This is an optimization exercise on Yosys and OpenROAD, whose aim is small area, a short achievable clock period and few clock cycles, not a production implementation.
At most, simulation tests tie the RTL to the original design; equivalence was not proved.
Function not checked in runs 1 and 2: the RTL went through the layout flow alone.
No activity file was given, so power comes from the tool's default toggle rates.

==> design.v <==
module bellmanford (reset, clock, GMAR1, GMDR1, GMAR2, GMDR2, IMAR, IMDR, WMAR1, WMAR2, WMDR1, WMDR2, WMWDR, WMWAR, WMWE, OMAR, OMDR, OMWAR, OMWDR, OMWE, NegCycle, Finish);
input clock,reset;
output wire [12:0] GMAR1;
input wire [127:0] GMDR1;
output wire [12:0] GMAR2;
input wire [127:0] GMDR2;
output reg [12:0] IMAR;
input wire [7:0] IMDR;
output wire [12:0] WMAR1;
input wire [127:0] WMDR1;
output wire [12:0] WMAR2;
input wire [127:0] WMDR2;
output wire [12:0] WMWAR;
output wire [127:0] WMWDR;
output reg WMWE;
output wire [12:0] OMAR;
output wire [15:0] OMDR;
assign OMAR = 13'b0;
assign OMDR = 16'b0;
output reg [12:0] OMWAR;
output reg [15:0] OMWDR;
output wire OMWE;
output reg NegCycle;
output reg Finish;
localparam [3:0] QS = 4'd0,    
                 NS = 4'd1,    
                 E  = 4'd2,    
                 NX = 4'd3,    
                 PK = 4'd4,    
                 OA = 4'd5,    
                 OB = 4'd6,    
                 OC = 4'd7,    
                 OD = 4'd8,    
                 DN = 4'd9,    
                 NG = 4'd10;   
reg [3:0] st;
reg [5:0] Nm1;         
reg [5:0] U;           
reg [5:0] src;
reg [7:0] DistU;
reg [5:0] iv;          
reg [7:0] iw;          
reg [5:0] icnt;        
reg [2:0] fslot;       
reg [12:0] fline;      
reg [5:0] passm1;      
reg ncc;               
reg nproc;             
reg [63:0] dirty;      
reg [5:0] nxt;         
reg nxt_all;           
reg nxt_has;
reg fresh;             
reg fwdf;              
reg [5:0] wa;          
reg [7:0] wdist;
reg [5:0] wpred;
reg [5:0] X;           
reg ep, rst_d;         
always @(posedge clock) begin
    rst_d <= reset;
    if (reset && !rst_d) ep <= !ep;
end
function [7:0] add8;
    input [7:0] a, b;
    reg [8:0] c;
    integer k;
    begin
        c[0] = 1'b0;
        for (k = 0; k < 8; k = k + 1)
            c[k+1] = (a[k] & b[k]) | ((a[k] ^ b[k]) & c[k]);
        add8 = a ^ b ^ c[7:0];
    end
endfunction
function lt8;          
    input [7:0] a, b;
    integer k;
    begin
        lt8 = 1'b0;
        for (k = 0; k < 8; k = k + 1)
            lt8 = (!a[k] && b[k]) || (!(a[k] ^ b[k]) && lt8);
    end
endfunction
function lt6;          
    input [5:0] a, b;
    begin
        lt6 = lt8({2'b00, a}, {2'b00, b});
    end
endfunction
wire fwd2 = fwdf;
wire [7:0] rdist2 = fwd2 ? wdist : WMDR2[21:14];
wire valid2 = fwd2 || (WMDR2[13:0] == {ep, IMAR});
wire [7:0] nw = add8(DistU, iw);
wire relax = (st == E) && (!valid2 || lt8(nw ^ 8'h80, rdist2 ^ 8'h80));
function [6:0] pe8;    
    input [7:0] x;
    begin
        casez (x)
            8'b???????1: pe8 = {1'b1, 3'b0, 3'd0};
            8'b??????10: pe8 = {1'b1, 3'b0, 3'd1};
            8'b?????100: pe8 = {1'b1, 3'b0, 3'd2};
            8'b????1000: pe8 = {1'b1, 3'b0, 3'd3};
            8'b???10000: pe8 = {1'b1, 3'b0, 3'd4};
            8'b??100000: pe8 = {1'b1, 3'b0, 3'd5};
            8'b?1000000: pe8 = {1'b1, 3'b0, 3'd6};
            8'b10000000: pe8 = {1'b1, 3'b0, 3'd7};
            default:     pe8 = 7'd0;
        endcase
    end
endfunction
function [6:0] pe64;   
    input [63:0] x;
    reg [7:0] g;
    reg [6:0] gi, t;
    reg [2:0] li;
    integer k;
    begin
        li = 3'd0;
        for (k = 0; k < 8; k = k + 1) g[k] = |x[8*k +: 8];
        gi = pe8(g);
        for (k = 0; k < 8; k = k + 1) begin
            t = pe8(x[8*k +: 8]);
            if (gi[2:0] == k) li = t[2:0];
        end
        pe64 = {gi[6], gi[2:0], li};
    end
endfunction
function [63:0] above;   
    input [5:0] a;
    integer k;
    begin
        for (k = 0; k < 64; k = k + 1) above[k] = (k > a);
    end
endfunction
wire [63:0] mask1 = nxt_all ? 64'hffffffffffffffff : above(nxt);
wire [6:0] pe_u = pe64(dirty & mask1);
wire wa_c = WMWE && lt6(U, wa);
wire iv_c = relax && lt6(U, iv);
wire wa_lt = !nxt_has || lt6(wa, nxt);
wire iv_lt = !nxt_has || lt6(iv, nxt);
wire iv_lt_wa = lt6(iv, wa);
wire keep_nxt = !(wa_c && wa_lt) && !(iv_c && iv_lt);   
wire abv_has = nxt_has || wa_c || iv_c;
wire [5:0] abv_alt = (iv_c && (!wa_c || iv_lt_wa)) ? iv : wa;
wire has_d = |dirty;
wire clr_u = (st == NS) || fresh;
wire [63:0] dirty_n = (st == QS) ? 64'd0 :
    ((dirty & ~({63'd0, clr_u} << U)) | ({63'd0, relax} << iv));
always @(posedge clock) dirty <= dirty_n;
wire [5:0] nmin = keep_nxt ? nxt : abv_alt;
wire nmin_has = abv_has;
wire done = (st == NX) || (st == E && icnt == 6'd0);
wire ahead = (st == E) && (icnt == 6'd0);
wire [5:0] Ur = ahead ? nxt : U;
assign GMAR1 = (st == QS) ? 13'd0 : {7'd0, Ur};
assign GMAR2 = (st == NS || ahead) ? GMDR1[12:0] : fline;
assign WMAR1 = {7'd0, Ur};
assign WMAR2 = {7'd0, (st == E) ? iv : X};
assign WMWAR = {7'd0, wa};
assign WMWDR = {100'd0, wpred, wdist, ep, IMAR};
assign OMWE = (st == OA) || (st == OB) || (st == OC) || (st == OD);
always @(*) begin
    case (st)
        OA: OMWDR = {8'd0, rdist2};
        OB: OMWDR = {8'd0, IMDR};
        OC: OMWDR = {10'd0, X} + 16'd1;
        default: OMWDR = (IMDR == 8'hff) ? 16'hffff : 16'h0000;
    endcase
end
reg [13:0] slotw;
always @(*) begin
    case (fslot)
        3'd0: slotw = {GMDR2[125:120], GMDR2[119:112]};
        3'd1: slotw = {GMDR2[109:104], GMDR2[103:96]};
        3'd2: slotw = {GMDR2[93:88], GMDR2[87:80]};
        3'd3: slotw = {GMDR2[77:72], GMDR2[71:64]};
        3'd4: slotw = {GMDR2[61:56], GMDR2[55:48]};
        3'd5: slotw = {GMDR2[45:40], GMDR2[39:32]};
        3'd6: slotw = {GMDR2[29:24], GMDR2[23:16]};
        default: slotw = {GMDR2[13:8], GMDR2[7:0]};
    endcase
end
wire [5:0] L = GMDR2[117:112];
wire [7:0] dU = (WMWE && wa == U) ? wdist : WMDR1[21:14];
wire [7:0] dN = (WMWE && wa == nxt) ? wdist : WMDR1[21:14];
wire [5:0] v1 = GMDR2[109:104] - 6'd1;    
always @(posedge clock) begin
    if (reset) begin
        st <= QS;
        IMAR <= 13'd0;
        OMWAR <= 13'd0;
        WMWE <= 1'b0;
        Finish <= 1'b0;
        NegCycle <= 1'b0;
    end else begin
        case (st)
        QS: begin
            Nm1 <= GMDR1[5:0] - 6'd2;
            U <= IMDR[5:0] - 6'd1;
            nxt <= IMDR[5:0] - 6'd1;
            nxt_all <= 1'b0;
            src <= IMDR[5:0] - 6'd1;
            WMWE <= 1'b1;
            wa <= IMDR[5:0] - 6'd1;
            wdist <= 8'd0;
            wpred <= IMDR[5:0] - 6'd1;
            passm1 <= 6'd0;
            ncc <= 1'b1;
            nproc <= 1'b0;
            IMAR <= IMAR + 13'd1;
            st <= NS;
        end
        NS: begin
            DistU <= dU;
            iw <= GMDR2[103:96];
            WMWE <= 1'b0;
            fwdf <= 1'b0;
            nxt <= pe_u[5:0];
            nxt_has <= pe_u[6];
            if (U == Nm1) nproc <= 1'b1;
            iv <= v1;
            icnt <= L - 6'd1;
            fslot <= 3'd2;
            fline <= GMDR1[12:0];
            st <= (L == 6'd0) ? NX : E;
        end
        E: begin
            nxt <= nmin;
            nxt_has <= nmin_has;
            WMWE <= relax;
            wa <= iv;
            wdist <= nw;
            wpred <= U;
            if (relax) begin
                ncc <= 1'b1;
            end
            if (icnt != 6'd0) begin
                fwdf <= relax && (slotw[13:8] - 6'd1 == iv);
                iv <= slotw[13:8] - 6'd1;
                iw <= slotw[7:0];
                icnt <= icnt - 6'd1;
                fslot <= fslot + 3'd1;
                if (fslot == 3'd7) fline <= fline + 13'd1;
            end
        end
        NX: begin
            WMWE <= 1'b0;
        end
        PK: begin
            X <= IMDR[5:0] - 6'd1;
            WMWE <= 1'b0;
            fwdf <= 1'b0;
            U <= pe_u[5:0];
            nxt <= pe_u[5:0];
            nxt_all <= 1'b0;
            if (passm1 == 6'd0 && !nproc && has_d) begin
                st <= NS;
            end else if (!ncc || !has_d) begin
                st <= OA;
            end else if (passm1 == Nm1) begin
                st <= NG;
            end else begin
                passm1 <= passm1 + 6'd1;
                ncc <= 1'b0;
                st <= NS;
            end
        end
        OA: begin
            OMWAR <= OMWAR + 13'd1;
            X <= fwd2 ? wpred : WMDR2[27:22];
            WMWE <= 1'b0;
            st <= OB;
        end
        OB: begin
            OMWAR <= OMWAR + 13'd1;
            IMAR <= IMAR + 13'd1;
            st <= OC;
        end
        OC: begin
            OMWAR <= OMWAR + 13'd1;
            X <= WMDR2[27:22];
            if (X == src) st <= OD;
        end
        OD: begin
            OMWAR <= OMWAR + 13'd1;
            if (IMDR == 8'hff) begin
                IMAR <= IMAR + 13'd1;
                st <= QS;
            end else begin
                Finish <= 1'b1;
                st <= DN;
            end
        end
        DN: begin
        end
        NG: begin
            WMWE <= 1'b0;
            NegCycle <= 1'b1;
        end
        default: st <= QS;
        endcase
        fresh <= 1'b0;
        if (ahead) begin
            nxt <= pe_u[5:0];
            nxt_has <= pe_u[6];
            DistU <= dN;
            iw <= GMDR2[103:96];
            if (nxt == Nm1 && nxt_has) nproc <= 1'b1;
            fwdf <= relax && (v1 == iv);
            iv <= v1;
            icnt <= L - 6'd1;
            fslot <= 3'd2;
            fline <= GMDR1[12:0];
        end
        if (done) begin
            if (abv_has) begin
                if (keep_nxt && nxt_has && st == E && !(relax && iv == nxt)) begin
                    U <= nxt;
                    fresh <= 1'b1;
                    st <= (L == 6'd0) ? NX : E;
                end else begin
                    U <= keep_nxt ? nxt : abv_alt;
                    nxt <= keep_nxt ? nxt : abv_alt;
                    st <= NS;
                end
            end else begin
                nxt_all <= 1'b1;
                st <= PK;
            end
        end
    end
end
endmodule
==> run.sh <==
#!/bin/bash
# synth_recipe.tcl (not shown) runs the flow's synth.tcl, then flattens the netlist and writes it again
# the make line also repeats each setting of config.mk as NAME=value (left out here)
make -C /OpenROAD-flow-scripts/flow DESIGN_CONFIG=/design/flow/config.mk WORK_HOME=/design/flow/orfs CLKGATE_MAP_FILE= SYNTH_SCRIPT=/design/flow/synth_recipe.tcl finish
==> config.mk <==
export PLATFORM = sky130hd
export DESIGN_NAME = bellmanford
export DESIGN_NICKNAME = bellmanford
export VERILOG_FILES = /design/flow/design.v
export SDC_FILE = /design/flow/constraint.sdc
export NUM_CORES = 4
export LEC_CHECK = 0
export ABC_CLOCK_PERIOD_IN_PS = 3000
export CAP_MARGIN = 20
export CORE_AREA = 5 5 275 275
export DIE_AREA = 0 0 280 280
export SETUP_SLACK_MARGIN = 1.5
export SLEW_MARGIN = 20
==> constraint.sdc <==
create_clock -name core_clock -period 5.0 [get_ports {clock}]
set_input_delay 1.0000 -clock core_clock [delete_from_list [all_inputs] [get_ports {clock}]]
set_output_delay 1.0000 -clock core_clock [all_outputs]
set_load 0.01 [all_outputs]
==> flow_metrics.env, run 1 <==
export IMPL_dp_hpwl_mm=60.8
export IMPL_critPathRequiredTime_ns=5.29
export IMPL_clock_sink_count=205
export IMPL_chipHeight_um=280
export IMPL_netlist_top_cell_by_area="sky130_fd_sc_hd__edfxtp_1"
export IMPL_cts_hold_fix_buffers=0
export IMPL_viasPerCell=5.12
export IMPL_synth_seq_cells=205
export IMPL_io_buffer_count=281
export IMPL_clock_tree_htree_level_count=1
export IMPL_layout_common_cells="sky130_fd_sc_hd__clkdlybuf4s50_1, sky130_fd_sc_hd__conb_1, sky130_fd_sc_hd__o21ai_0"
export IMPL_drc=0
export IMPL_slew_headroom_pct=27.8
export IMPL_netlist_cell_type_count=93
export IMPL_number_of_flops_mapped_to_enable_cells_by_yosys=107
export IMPL_asyncSetResetFlopFracSynth_pct=0
export IMPL_layout_cells_most_common="sky130_fd_sc_hd__clkdlybuf4s50_1"
export IMPL_clock_power_share_pct=20.1
export IMPL_postSynthCellCount=1999
export IMPL_synthToLayoutAreaGrowth_pct=37.8
export IMPL_clk_insertion_delay_late_ns=0.55
export IMPL_n_fill_cell=7676
export IMPL_cellInternalPower_mw=5.02
export IMPL_violatedChecks="negative setup slack"
export IMPL_finalSetupViolations=7
export IMPL_final_critical_path_setup_slack_ns=-0.0806
export IMPL_cts_path_max_buffers=3
export IMPL_run_status="finished with violations"
export IMPL_total_number_of_vias=17000
export IMPL_cts_root_buf="sky130_fd_sc_hd__clkbuf_16"
export IMPL_cts_tree="yes"
export IMPL_crit_path_start_kind="flop"
export IMPL_dp_worst_setup_slack_ns=-0.313
export IMPL_sw_frac_of_total_pct=43.7
export IMPL_max_freq_mhz=197
export IMPL_final_min_clock_period_ns=5.08
export IMPL_synth_area_top_cells="sky130_fd_sc_hd__edfxtp_1, sky130_fd_sc_hd__dfxtp_1, sky130_fd_sc_hd__buf_4"
export IMPL_avgRoutedWirePerCell_um=23.3
export IMPL_timing_hold_violations_final=0
export IMPL_coreArea_um2=72600
export IMPL_io_pins=790
export IMPL_total_wire_length_after_detailed_routing_mm=77.2
export IMPL_die_area_um2=78400
export IMPL_largest_net_degree_at_the_start_of_global_routing=68
export IMPL_power_frac_seq_pct=28.4
export IMPL_synth_area_um2=16400
export IMPL_drv_slew=0
export IMPL_hold_path_cell_count=2
export IMPL_hold_class="reg -> reg"
export IMPL_cap_violations=0
export IMPL_p_leak_nw=8.65
export IMPL_synth_top_cell_area_share_pct=19.6
export IMPL_grt_pass1_vias=15500
export IMPL_slack_of_the_worst_reg_to_reg_path_ns=-0.08
export IMPL_r2r_worst_path_cells=23
export IMPL_grt_first_pass_wirelength_mm=107
export IMPL_tightestPinTransition_ns=1.08
export IMPL_grt_setup_unrepaired="true"
export IMPL_power_switching_mw=3.90
export IMPL_critPathCaptureType="flop"
export IMPL_power_share_combinational_pct=51.5
export IMPL_post_route_cells_drive_above_1_share_pct=22.9
export IMPL_grt_overflow_total=0
export IMPL_synth_seq_area_share_pct=31.5
export IMPL_floorplan_initialDensity_pct=22.6
export IMPL_grt_antenna_before_repair=2
export IMPL_cp_max_fo=2
export IMPL_tritoncts_num_buffers=25
export IMPL_peakVddDrop_uv=330
export IMPL_num_nets_final=2913
export IMPL_fin_skew_ns=0.0271
export IMPL_ys_dominant_reg_cell="sky130_fd_sc_hd__edfxtp_1"
export IMPL_fin_crit_sh_pct=102
export IMPL_worst_endpoint_arrival_ns=5.37
export IMPL_p_per_area_nw_per_um2=394
export IMPL_row_count=99
export IMPL_whs_ns=0.460
export IMPL_drtAntennaViolNets=0
export IMPL_first_pass_iters=8
export IMPL_clkSlewWorstSetupHoldPaths_ns=0.06
export IMPL_grtUsageTotal_pct=18.2
export IMPL_yosysWarnings=1
export IMPL_fp_dieW_um=280
export IMPL_placer_congestion=0.972
export IMPL_postSynthAreaPerCell_um2=8.21
export IMPL_initial_detailed_routing_violation_count=1737
export IMPL_timing_setup_critical_path_class="reg -> reg"
-- synthesized netlist by cell type (16+ instances only) --
cell                         n
sky130_fd_sc_hd__nand2_1   181
sky130_fd_sc_hd__buf_4     179
sky130_fd_sc_hd__o21ai_0   176
sky130_fd_sc_hd__a21oi_1   156
sky130_fd_sc_hd__nor2_1    152
sky130_fd_sc_hd__edfxtp_1  107
sky130_fd_sc_hd__dfxtp_1    98
sky130_fd_sc_hd__clkbuf_1   79
sky130_fd_sc_hd__inv_1      71
sky130_fd_sc_hd__xor2_1     59
sky130_fd_sc_hd__ha_1       56
sky130_fd_sc_hd__nand3_1    54
sky130_fd_sc_hd__mux2_2     47
sky130_fd_sc_hd__xnor2_1    47
sky130_fd_sc_hd__nor3_1     40
sky130_fd_sc_hd__nor4_1     37
sky130_fd_sc_hd__a22oi_1    28
sky130_fd_sc_hd__nand2b_1   24
sky130_fd_sc_hd__nand4_1    21
sky130_fd_sc_hd__o211ai_1   21
sky130_fd_sc_hd__a31oi_1    20
sky130_fd_sc_hd__and2_1     19
sky130_fd_sc_hd__and3_1     19
sky130_fd_sc_hd__buf_2      19
sky130_fd_sc_hd__or3_1      19
sky130_fd_sc_hd__a221oi_1   16
-- critical path, stage by stage, from the launching register on --
cell	delay (ns)
sky130_fd_sc_hd__edfxtp_1	0.36
sky130_fd_sc_hd__ha_2	0.19
sky130_fd_sc_hd__inv_2	0.05
sky130_fd_sc_hd__fa_2	0.18
sky130_fd_sc_hd__inv_2	0.04
sky130_fd_sc_hd__fa_2	0.33
sky130_fd_sc_hd__fa_2	0.35
sky130_fd_sc_hd__fa_2	0.35
sky130_fd_sc_hd__fa_2	0.34
sky130_fd_sc_hd__fa_2	0.36
sky130_fd_sc_hd__xnor2_2	0.15
sky130_fd_sc_hd__xnor2_2	0.18
sky130_fd_sc_hd__ha_4	0.29
sky130_fd_sc_hd__and2_4	0.14
sky130_fd_sc_hd__o221a_4	0.18
sky130_fd_sc_hd__o21ai_4	0.07
sky130_fd_sc_hd__nand2_4	0.11
sky130_fd_sc_hd__buf_6	0.10
sky130_fd_sc_hd__o211ai_1	0.07
sky130_fd_sc_hd__buf_4	0.18
sky130_fd_sc_hd__nor3_4	0.20
sky130_fd_sc_hd__a21oi_1	0.08
sky130_fd_sc_hd__o211a_1	0.23
sky130_fd_sc_hd__a311o_1	0.32
-- cells by family (layout without fill, tap and decap cells) --
family	after synthesis	count (layout)	share of synthesized area, %
muxes	55	55	3.71
adders and majority gates	62	62	5.00
and+or+nand+nor	631	631	19.1
AOI/OAI and AO/OA	578	578	22.2
xor gates and xnor gates	108	108	5.93
other	1	158	0.0228
buffers and inverters	359	552	12.5
DFF	205	205	31.5
-- power groups by stage --
stage                     clock [mW]  sequential [mW]  combinational, mW
final                           1.79             2.54               4.59
after global routing            1.88             2.55               4.89
after CTS                       1.81             2.51               4.24
after detailed placement           0             2.55               3.77
after global placement             0             2.56               3.76
after floorplan                    0             2.29               2.46
-- state kept, by name, summed over array words and instances (netlist names), 8 cells and up --
signal  flops
OMWAR      13
iw          8
dirty      64
wdist       8
IMAR       13
fline      13
DistU       8
-- layer usage --
layer / GRT usage [%] / wire length [um] / share of wire, %
met3: 5.17 / 8300 / 11
met2: 28.5 / 34500 / 45
met1: 25.2 / 32500 / 42
met5: 0 / 0 / 0
met4: 3.91 / 1860 / 2.4
-- worst paths after layout --
kind	start	to
max	DistU[0]	nxt[2]
min	Finish	Finish
max reg2reg	DistU[0]	nxt[2]
min reg2reg	Finish	Finish
-- metrics by stage --
step / total power, mW / instances / area, um2 / setup TNS, ns / util, %
2_1_floorplan: 4.75 / 2155 / 17200 / 0 / -
3_3_place_gp: 6.31 / 3187 / 20000 / -2.64 / 27.6
3_5_place_dp: 6.32 / 3187 / 20000 / -2.84 / 27.6
4_1_cts: 8.57 / 3283 / 22000 / -0.0470 / 30.3
5_1_grt: 9.32 / 3307 / 22600 / -3.11 / 31.2
6_report: 8.92 / 3308 / 22600 / -0.201 / 31.2
-- repair_timing --
item	CTS	global route
gates resized for setup	416	120
cloned	1	1
endpoints found under the setup margin	133	133
setup buffers	49	23
pin swaps	48	33
-- layout make-up --
class / instances / area (um2) / area share [%]
multi-input cells: 1591 / 11000 / 48.5
flip-flops and latches: 205 / 5190 / 22.9
repair buffers: 433 / 4180 / 18.5
well taps: 959 / 1200 / 5.31
clock buffers: 32 / 662 / 2.93
inverters: 73 / 280 / 1.24
clock inverters: 14 / 134 / 0.592
diodes: 1 / 2.50 / 0.0111
==> run 2, diff against run 1 <==
--- a/design.v
+++ b/design.v
@@ -61,24 +61,44 @@
     rst_d <= reset;
     if (reset && !rst_d) ep <= !ep;
 end
-function [7:0] add8;
+function [7:0] add8;   
     input [7:0] a, b;
-    reg [8:0] c;
+    reg [7:0] g, p, g1, p1, g2, p2, g3;
     integer k;
     begin
-        c[0] = 1'b0;
+        g = a & b;
+        p = a ^ b;
+        for (k = 0; k < 8; k = k + 1) begin
+            g1[k] = (k >= 1) ? (g[k] | (p[k] & g[k-1])) : g[k];
+            p1[k] = (k >= 1) ? (p[k] & p[k-1]) : p[k];
+        end
+        for (k = 0; k < 8; k = k + 1) begin
+            g2[k] = (k >= 2) ? (g1[k] | (p1[k] & g1[k-2])) : g1[k];
+            p2[k] = (k >= 2) ? (p1[k] & p1[k-2]) : p1[k];
+        end
         for (k = 0; k < 8; k = k + 1)
-            c[k+1] = (a[k] & b[k]) | ((a[k] ^ b[k]) & c[k]);
-        add8 = a ^ b ^ c[7:0];
+            g3[k] = (k >= 4) ? (g2[k] | (p2[k] & g2[k-4])) : g2[k];
+        add8 = p ^ {g3[6:0], 1'b0};
     end
 endfunction
 function lt8;          
     input [7:0] a, b;
+    reg [7:0] l, e;
+    reg [3:0] l1, e1;
+    reg [1:0] l2, e2;
     integer k;
     begin
-        lt8 = 1'b0;
-        for (k = 0; k < 8; k = k + 1)
-            lt8 = (!a[k] && b[k]) || (!(a[k] ^ b[k]) && lt8);
+        l = ~a & b;
+        e = ~(a ^ b);
+        for (k = 0; k < 4; k = k + 1) begin
+            l1[k] = l[2*k+1] | (e[2*k+1] & l[2*k]);
+            e1[k] = e[2*k+1] & e[2*k];
+        end
+        for (k = 0; k < 2; k = k + 1) begin
+            l2[k] = l1[2*k+1] | (e1[2*k+1] & l1[2*k]);
+            e2[k] = e1[2*k+1] & e1[2*k];
+        end
+        lt8 = l2[1] | (e2[1] & l2[0]);
     end
 endfunction
 function lt6;          
==> run 2 against run 1 <==
Compared with the run above: critical endpoint is now nxt[1]; largest power group unchanged; critical path depth down 4; now clean on timing, DRC and antenna; final area down 3.9%; highest routed layer is now met5; clock power down 4%.
==> flow_metrics.env, run 2 <==
export IMPL_run_status="no timing/DRC/antenna violations"
export IMPL_reg_with_most_ffs="dirty"
export IMPL_cts_hold_fix_buffers=0
export IMPL_layout_cells_most_common="sky130_fd_sc_hd__clkdlybuf4s50_1"
export IMPL_slowest_delay_ns=0.43
export IMPL_io_buffer_count=281
export IMPL_dp_hpwl_mm=57.4
export IMPL_timing_critical_path_cells="buf_4 -> inv_1 -> fa_2 -> inv_2 -> a21oi_2 -> o21bai_1 -> a21o_1 -> a21oi_2 -> xor2_1 -> ha_1 -> a21o_1 -> a21oi_2 -> o21ai_2 -> buf_4 -> nor2_4 -> o311ai_4 -> o211a_1 -> or2_4 -> a221o_1"
export IMPL_timing_critical_path_from="iw[1]"
export IMPL_synth_seq_cells=205
export IMPL_fin_crit_sh_pct=78.6
export IMPL_slew_headroom_pct=26.5
export IMPL_drv_slew=0
export IMPL_critical_path_slowest_cell="sky130_fd_sc_hd__edfxtp_1"
export IMPL_grt_antenna_before_repair=10
export IMPL_clock_tree_htree_level_count=1
export IMPL_grt_pass1_vias=15200
export IMPL_tightestPinTransition_ns=1.10
export IMPL_viasPerCell=4.99
export IMPL_coreArea_um2=72600
export IMPL_p_leak_nw=8.38
export IMPL_synth_area_top_cells="sky130_fd_sc_hd__edfxtp_1, sky130_fd_sc_hd__dfxtp_1, sky130_fd_sc_hd__buf_4"
export IMPL_timing_setup_critical_path_class="reg -> reg"
export IMPL_largest_net_degree_at_the_start_of_global_routing=68
export IMPL_asyncSetResetFlopFracSynth_pct=0
export IMPL_postSynthAreaPerCell_um2=8.21
export IMPL_cap_violations=0
export IMPL_placer_congestion=0.950
export IMPL_count_leader_synth="sky130_fd_sc_hd__nand2_1"
export IMPL_grt_first_pass_wirelength_mm=105
export IMPL_synth_seq_area_share_pct=32.1
export IMPL_hold_start="OMWAR[7]"
export IMPL_largest_register_ffs=64
export IMPL_critPathCaptureType="flop"
export IMPL_synth_top_cell_area_share_pct=19.9
export IMPL_avgRoutedWirePerCell_um=22.8
export IMPL_timing_hold_violations_final=0
export IMPL_chipHeight_um=280
export IMPL_ff_latch_area_um2=5180
export IMPL_crit_path_start_kind="flop"
export IMPL_hold_class="reg -> reg"
export IMPL_initial_detailed_routing_violation_count=1829
export IMPL_floorplan_initialDensity_pct=22.2
export IMPL_total_wire_length_after_detailed_routing_mm=75.0
export IMPL_peakVddDrop_uv=249
export IMPL_drc=0
export IMPL_clock_sink_count=205
export IMPL_grtUsageTotal_pct=17.8
export IMPL_cp_max_fo=5
export IMPL_cts_path_max_buffers=3
export IMPL_postSynthCellCount=1964
export IMPL_grt_setup_unrepaired="true"
export IMPL_final_min_clock_period_ns=3.93
export IMPL_regToRegStartpoint="iw[1]"
export IMPL_row_count=99
export IMPL_total_number_of_vias=16400
export IMPL_die_area_um2=78400
export IMPL_number_of_flops_mapped_to_enable_cells_by_yosys=107
export IMPL_synthToLayoutAreaGrowth_pct=34.8
export IMPL_layout_common_cells="sky130_fd_sc_hd__clkdlybuf4s50_1, sky130_fd_sc_hd__nand2_1, sky130_fd_sc_hd__o21ai_0"
export IMPL_fp_dieW_um=280
export IMPL_worst_endpoint_arrival_ns=4.20
export IMPL_tritoncts_num_buffers=23
export IMPL_io_pins=790
export IMPL_cts_tree="yes"
export IMPL_fin_skew_ns=0.0179
export IMPL_drtAntennaViolNets=0
export IMPL_yosysWarnings=1
export IMPL_clkSlewWorstSetupHoldPaths_ns=0.06
export IMPL_critPathRequiredTime_ns=5.27
export IMPL_ys_dominant_reg_cell="sky130_fd_sc_hd__edfxtp_1"
export IMPL_netlist_cell_type_count=88
export IMPL_finalSetupViolations=0
export IMPL_n_fill_cell=7781
export IMPL_cts_root_buf="sky130_fd_sc_hd__clkbuf_16"
export IMPL_p_per_area_nw_per_um2=355
export IMPL_synth_area_um2=16100
export IMPL_multiInputGateArea_um2=10300
export IMPL_critical_path_top_cell_by_count="sky130_fd_sc_hd__a21oi_2"
export IMPL_setup_tns_ns=0
export IMPL_post_route_cells_drive_above_1_share_pct=17.0
export IMPL_netlist_top_cell_by_area="sky130_fd_sc_hd__edfxtp_1"
export IMPL_max_freq_mhz=254
export IMPL_clk_insertion_delay_late_ns=0.53
export IMPL_grt_overflow_total=0
export IMPL_finalCoreUtilization_pct=29.9
export IMPL_p_total_mw=7.71
export IMPL_num_nets_final=2899
export IMPL_first_pass_iters=8
export IMPL_synthTopCellsByCount="sky130_fd_sc_hd__nand2_1, sky130_fd_sc_hd__buf_4, sky130_fd_sc_hd__o21ai_0, sky130_fd_sc_hd__a21oi_1, sky130_fd_sc_hd__nor2_1"
## run 2: cell count changes after synthesis, moves of 7 or more
cell,before,now
sky130_fd_sc_hd__nand2_1,181,217
sky130_fd_sc_hd__xnor2_1,47,62
sky130_fd_sc_hd__a22oi_1,28,14
sky130_fd_sc_hd__o211ai_1,21,7
sky130_fd_sc_hd__a221oi_1,16,26
sky130_fd_sc_hd__nand3_1,54,44
sky130_fd_sc_hd__nor4_1,37,27
sky130_fd_sc_hd__a21oi_1,156,165
sky130_fd_sc_hd__clkbuf_1,79,70
sky130_fd_sc_hd__inv_1,71,63
sky130_fd_sc_hd__mux2i_1,8,16
sky130_fd_sc_hd__nor2_1,152,145
## run 2: worst max-delay path: cells and delay by family (launching register included)
family / cells / cell delay, ns
flip-flops: 1 / 0.43
XOR/XNOR: 1 / 0.21
buffers and inverters: 4 / 0.41
AND/OR/NAND/NOR: 2 / 0.43
adder cells (fa/ha/maj): 2 / 0.52
AO/OA/AOI/OAI: 10 / 1.66
## run 2: cells by family (layout without fill, tap and decap cells)
family	Yosys count	after routing	synth area share [%]
other cells	1	162	0.0233
buf+inv	338	547	12.2
fa+ha+maj	63	63	4.93
compound gates	552	553	21.3
simple gates	624	625	18.7
flops	205	205	32.1
xor+xnor	115	115	6.25
mux	66	66	4.48
## run 2: metrics by stage
stage | setup slack [ns] | cell area [um2] | std cells | hold WS (ns)
after CTS | 1.08 | 21200 | 3266 | 0.505
final | 1.07 | 21700 | 3295 | 0.508
after global routing | 0.923 | 21700 | 3290 | 0.522
after detailed placement | 0.529 | 19600 | 3152 | 0.493
after global placement | 0.524 | 19600 | 3151 | 0.474
after floorplan | 1.30 | 16800 | 2120 | 0.463
## run 2: what timing repair did
| action | CTS | global route |
|---|---|---|
| endpoints found under the setup margin | 64 | 118 |
| gates resized for setup | 167 | 115 |
| buffers inserted | 69 | 21 |
| endpoints found under the hold margin | 0 | 0 |
| pin swaps | 31 | 32 |
| cloned | 3 | 3 |
## run 2: final timing paths
check / end / slack (ns) / cells after the start
max: nxt[1] / 1.07 / 19
max reg2reg: nxt[1] / 1.07 / 19
min reg2reg: OMWAR[7] / 0.51 / 2
min: OMWAR[7] / 0.51 / 2
## run 2: area by class of cell
type	instances	area share (%)
multi-input cells	1579	47.3
repair inverters	1	0.0403
flip-flops and latches	205	23.8
diodes	5	0.0576
repair buffers	438	18.6
well taps	959	5.52
clock buffers	34	3.13
inverters	66	1.18
clock inverters	8	0.340
## run 2: per-layer routing
layer	routed length, um	track usage (%)	vias to the layer above
li1	-	-	7496
met4	3450	6.35	12
met1	30400	22.9	7791
met2	33000	28.1	962
met5	82	0	-
met3	8060	5.57	166
## run 2: report_power, final
part / total (mW) / switching [mW] / internal [mW]
sequential: 2.27 / 0.244 / 2.03
combinational: 3.72 / 2.25 / 1.47
clock: 1.72 / 0.722 / 0.997
==> run 3, diff against run 2 <==
--- a/design.v
+++ b/design.v
@@ -61,57 +61,16 @@
     rst_d <= reset;
     if (reset && !rst_d) ep <= !ep;
 end
-function [7:0] add8;   
-    input [7:0] a, b;
-    reg [7:0] g, p, g1, p1, g2, p2, g3;
-    integer k;
-    begin
-        g = a & b;
-        p = a ^ b;
-        for (k = 0; k < 8; k = k + 1) begin
-            g1[k] = (k >= 1) ? (g[k] | (p[k] & g[k-1])) : g[k];
-            p1[k] = (k >= 1) ? (p[k] & p[k-1]) : p[k];
-        end
-        for (k = 0; k < 8; k = k + 1) begin
-            g2[k] = (k >= 2) ? (g1[k] | (p1[k] & g1[k-2])) : g1[k];
-            p2[k] = (k >= 2) ? (p1[k] & p1[k-2]) : p1[k];
-        end
-        for (k = 0; k < 8; k = k + 1)
-            g3[k] = (k >= 4) ? (g2[k] | (p2[k] & g2[k-4])) : g2[k];
-        add8 = p ^ {g3[6:0], 1'b0};
-    end
-endfunction
-function lt8;          
-    input [7:0] a, b;
-    reg [7:0] l, e;
-    reg [3:0] l1, e1;
-    reg [1:0] l2, e2;
-    integer k;
-    begin
-        l = ~a & b;
-        e = ~(a ^ b);
-        for (k = 0; k < 4; k = k + 1) begin
-            l1[k] = l[2*k+1] | (e[2*k+1] & l[2*k]);
-            e1[k] = e[2*k+1] & e[2*k];
-        end
-        for (k = 0; k < 2; k = k + 1) begin
-            l2[k] = l1[2*k+1] | (e1[2*k+1] & l1[2*k]);
-            e2[k] = e1[2*k+1] & e1[2*k];
-        end
-        lt8 = l2[1] | (e2[1] & l2[0]);
-    end
-endfunction
-function lt6;          
-    input [5:0] a, b;
-    begin
-        lt6 = lt8({2'b00, a}, {2'b00, b});
-    end
-endfunction
 wire fwd2 = fwdf;
 wire [7:0] rdist2 = fwd2 ? wdist : WMDR2[21:14];
 wire valid2 = fwd2 || (WMDR2[13:0] == {ep, IMAR});
-wire [7:0] nw = add8(DistU, iw);
-wire relax = (st == E) && (!valid2 || lt8(nw ^ 8'h80, rdist2 ^ 8'h80));
+wire [7:0] nw = DistU + iw;
+wire [7:0] ca = rdist2 ^ 8'h80;
+wire [7:0] cb = nw ^ 8'h80;
+wire gt_hi = ca[7:4] > cb[7:4];
+wire eq_hi = ca[7:4] == cb[7:4];
+wire gt_lo = ca[3:0] > cb[3:0];
+wire relax = (st == E) && (!valid2 || gt_hi || (eq_hi && gt_lo));
 function [6:0] pe8;    
     input [7:0] x;
     begin
@@ -154,11 +113,11 @@
 endfunction
 wire [63:0] mask1 = nxt_all ? 64'hffffffffffffffff : above(nxt);
 wire [6:0] pe_u = pe64(dirty & mask1);
-wire wa_c = WMWE && lt6(U, wa);
-wire iv_c = relax && lt6(U, iv);
-wire wa_lt = !nxt_has || lt6(wa, nxt);
-wire iv_lt = !nxt_has || lt6(iv, nxt);
-wire iv_lt_wa = lt6(iv, wa);
+wire wa_c = WMWE && (wa > U);
+wire iv_c = relax && (iv > U);
+wire wa_lt = !nxt_has || (wa < nxt);
+wire iv_lt = !nxt_has || (iv < nxt);
+wire iv_lt_wa = iv < wa;
 wire keep_nxt = !(wa_c && wa_lt) && !(iv_c && iv_lt);   
 wire abv_has = nxt_has || wa_c || iv_c;
 wire [5:0] abv_alt = (iv_c && (!wa_c || iv_lt_wa)) ? iv : wa;
==> run 3 against run 2 <==
Compared with the run above: routed wire length down 13%; critical path depth up 1; utilization up 0.90 points; register-to-register slack worse by 0.62 ns; area after synthesis up 1.2%; synthesized cell count up 2.5%; largest cell class unchanged; largest power group unchanged.
==> flow_metrics.env, run 3 <==
export IMPL_tritoncts_num_buffers=24
export IMPL_drtAntennaViolNets=0
export IMPL_drc=0
export IMPL_yosysWarnings=1
export IMPL_slowest_delay_ns=0.47
export IMPL_layout_common_cells="sky130_fd_sc_hd__clkdlybuf4s50_1, sky130_fd_sc_hd__nand2_1, sky130_fd_sc_hd__o21ai_0"
export IMPL_setup_tns_ns=0
export IMPL_avgRoutedWirePerCell_um=19.4
export IMPL_clock_sink_count=205
export IMPL_grt_first_pass_wirelength_mm=94.6
export IMPL_synthToLayoutAreaGrowth_pct=37.1
export IMPL_grtUsageTotal_pct=15.1
export IMPL_netlist_cell_type_count=82
export IMPL_num_nets_final=2969
export IMPL_placer_congestion=0.958
export IMPL_clk_insertion_delay_late_ns=0.56
export IMPL_synth_seq_cells=205
export IMPL_max_freq_mhz=220
export IMPL_crit_buf_inv=2
export IMPL_synthTopCellsByCount="sky130_fd_sc_hd__nand2_1, sky130_fd_sc_hd__a21oi_1, sky130_fd_sc_hd__buf_4, sky130_fd_sc_hd__o21ai_0, sky130_fd_sc_hd__nor2_1"
export IMPL_postSynthCellCount=2014
export IMPL_largest_register_ffs=64
export IMPL_die_area_um2=78400
export IMPL_critPathCaptureType="flop"
export IMPL_synth_seq_area_share_pct=31.7
export IMPL_layout_cells_most_common="sky130_fd_sc_hd__clkdlybuf4s50_1"
export IMPL_grt_setup_unrepaired="true"
export IMPL_number_of_flops_mapped_to_enable_cells_by_yosys=107
export IMPL_clkSlewWorstSetupHoldPaths_ns=0.06
export IMPL_drv_slew=0
export IMPL_post_route_cells_drive_above_1_share_pct=19.7
export IMPL_critical_path_slowest_cell="sky130_fd_sc_hd__edfxtp_1"
export IMPL_synth_area_top_cells="sky130_fd_sc_hd__edfxtp_1, sky130_fd_sc_hd__dfxtp_1, sky130_fd_sc_hd__buf_4"
export IMPL_fin_cells=3359
export IMPL_viasPerCell=4.93
export IMPL_ff_latch_area_um2=5180
export IMPL_fin_crit_sh_pct=91.0
export IMPL_crit_path_start_kind="flop"
export IMPL_netlist_top_cell_by_area="sky130_fd_sc_hd__edfxtp_1"
export IMPL_coreArea_um2=72600
export IMPL_slew_headroom_pct=20.1
export IMPL_finalSetupViolations=0
export IMPL_worst_endpoint_arrival_ns=4.83
export IMPL_grt_antenna_before_repair=1
export IMPL_clock_tree_htree_level_count=1
export IMPL_finalCoreUtilization_pct=30.8
export IMPL_asyncSetResetFlopFracSynth_pct=0
export IMPL_p_per_area_nw_per_um2=403
export IMPL_grt_overflow_total=0
export IMPL_ys_dominant_reg_cell="sky130_fd_sc_hd__edfxtp_1"
export IMPL_first_pass_iters=7
export IMPL_final_min_clock_period_ns=4.55
export IMPL_run_status="no timing/DRC/antenna violations"
export IMPL_timing_hold_violations_final=0
export IMPL_count_leader_synth="sky130_fd_sc_hd__nand2_1"
export IMPL_timing_setup_critical_path_class="reg -> reg"
export IMPL_row_count=99
export IMPL_chipHeight_um=280
export IMPL_peakVddDrop_uv=278
export IMPL_initial_detailed_routing_violation_count=1291
export IMPL_postSynthAreaPerCell_um2=8.11
export IMPL_place_detailed_instances=3201
export IMPL_fin_skew_ns=0.0246
export IMPL_dp_hpwl_mm=48.8
export IMPL_io_buffer_count=281
export IMPL_tightestPinTransition_ns=1.20
export IMPL_n_fill_cell=7667
export IMPL_fp_dieW_um=280
export IMPL_grt_pass1_vias=15500
export IMPL_total_number_of_vias=16600
export IMPL_multiInputGateArea_um2=10500
export IMPL_cts_root_buf="sky130_fd_sc_hd__clkbuf_16"
export IMPL_cap_violations=0
export IMPL_largest_net_degree_at_the_start_of_global_routing=67
export IMPL_synth_area_um2=16300
export IMPL_hold_class="reg -> reg"
export IMPL_timing_critical_path_cells="ha_1 -> a21o_1 -> a21oi_2 -> o21bai_1 -> a21oi_2 -> o21bai_1 -> a21oi_1 -> xnor2_1 -> ha_1 -> o21a_1 -> a21oi_2 -> o32a_1 -> or3_4 -> buf_4 -> a21oi_4 -> buf_6 -> mux2i_4 -> mux2i_2 -> a21oi_2 -> o221ai_1"
export IMPL_critical_path_top_cell_by_count="sky130_fd_sc_hd__a21oi_2"
export IMPL_diodes=0
export IMPL_io_pins=790
export IMPL_floorplan_initialDensity_pct=22.5
export IMPL_cts_tree="yes"
export IMPL_reg_with_most_ffs="dirty"
export IMPL_synth_top_cell_area_share_pct=19.7
export IMPL_cp_max_fo=4
export IMPL_p_leak_nw=8.57
export IMPL_cts_path_max_buffers=3
export IMPL_cts_hold_fix_buffers=0
export IMPL_critPathRequiredTime_ns=5.28
export IMPL_category_of_cells_accounting_for_the_largest_share_of_critical_path_delay="compound AO/OA/AOI/OAI gates"
export IMPL_total_wire_length_after_detailed_routing_mm=65.1
-- run 3: changes by cell type after synthesis, sizes merged, moves of 8 or more --
cell	before	now
a221oi	26	18
mux2i	16	27
nor2	145	154
or3	13	29
a21oi	165	187
clkbuf	70	78
-- run 3: final cells by class --
cell class,instances,share of cell area (%)
multi-input combinational,1624,47.0
tap,959,5.36
clock buffer,28,2.88
sequential,205,23.1
clock inverter,15,0.682
timing repair buffer,464,19.8
inverter,64,1.12
-- run 3: path summary, 6_finish.rpt --
path | startpoint | to | slack (ns) | cells past startpoint
worst min register to register | Finish | Finish | 0.47 | 2
worst max-delay path | iw[1] | nxt[0] | 0.45 | 20
worst min-delay path | Finish | Finish | 0.47 | 2
worst max register to register | iw[1] | nxt[0] | 0.45 | 20
-- run 3: what timing repair did --
action                                 in CTS  in global routing
gates cloned                                1                  2
buffers inserted                           88                 24
resized for setup                         221                168
pin swaps                                  42                 41
endpoints found under the hold margin       0                  0
setup endpoints to repair                 132                117
-- run 3: logic make-up after synthesis --
| group | after synthesis | synth area share [%] |
|---|---|---|
| AND/OR/NAND/NOR | 654 | 19.3 |
| other | 1 | 0.0230 |
| AO/OA/AOI/OAI | 561 | 20.9 |
| flip-flops | 205 | 31.7 |
| buffers and inverters | 342 | 12.2 |
| adder cells (fa/ha/maj) | 64 | 4.95 |
| multiplexers | 73 | 4.83 |
| XOR/XNOR | 114 | 6.11 |
-- run 3: stage by stage --
step / hold WS [ns] / power (mW) / worst slack (ns) / area [um2]
after floorplan: 0.463 / 4.91 / 0.860 / 17000
after global placement: 0.457 / 6.41 / 0.348 / 19800
after detailed placement: 0.465 / 6.41 / 0.357 / 19800
after CTS: 0.478 / 8.67 / 0.518 / 21700
after global routing: 0.521 / 9.47 / 0.270 / 22400
final: 0.473 / 9.03 / 0.452 / 22400
-- run 3: worst register-to-register path, delay by kind of cell (launching register included) --
| family | cells | cell delay (ns) |
|---|---|---|
| AND/OR/NAND/NOR | 1 | 0.41 |
| buffers and inverters | 2 | 0.30 |
| XOR/XNOR | 1 | 0.12 |
| flip-flops | 1 | 0.47 |
| adder cells (fa/ha/maj) | 2 | 0.66 |
| AO/OA/AOI/OAI | 12 | 1.95 |
| multiplexers | 2 | 0.36 |
-- run 3: layer usage --
metal / wire length [um] / GRT usage [%] / vias up
li1: - / - / 7706
met1: 26600 / 20.0 / 7853
met2: 30500 / 25.0 / 865
met3: 5730 / 2.60 / 125
met4: 2290 / 5.34 / 2
met5: 13 / 0 / -
-- run 3: report_power, final --
part	leakage [nW]	switching [mW]	total, mW	internal [mW]
clock network	0.393	0.776	1.81	1.04
logic	6.38	2.79	4.76	1.97
registers	1.80	0.349	2.45	2.11
Testbench counts of run 3, summed over its fixed seeds: cycles 23,209.

[static timing again, ports no longer ideal]
The flow's constraints put no driver on any port. The routed layouts listed below were extracted and timed again, unchanged, in two steps. Step 1, drivers: a clkbuf_16 drives clock and a buf_2 each remaining input, both assumed. Step 2 times the ports against the registers' clock, not the clock port: input delays grow and output delays shrink by t, the midpoint of the rising clock arrivals with the driver on. a / b / c = no drivers / after step 1 / after step 2; a / b = the first two.
| run | t, ns | setup slack, ns | clock arrival spread, ns | worst data-port slew with drivers (ns) |
|---|---|---|---|---|
| run 1 | 0.601 | -0.081 / -0.081 / -0.081 | 0.027 / 0.028 | 0.13 |
| run 2 | 0.591 | 1.069 / 1.069 / 0.694 | 0.019 / 0.019 | 0.17 |
| run 3 | 0.593 | 0.452 / 0.452 / 0.437 | 0.025 / 0.025 | 0.07 |
For run 2, which loses most, drivers alone change the setup slack by 0.000 ns; drivers and shift together by -0.375 ns.
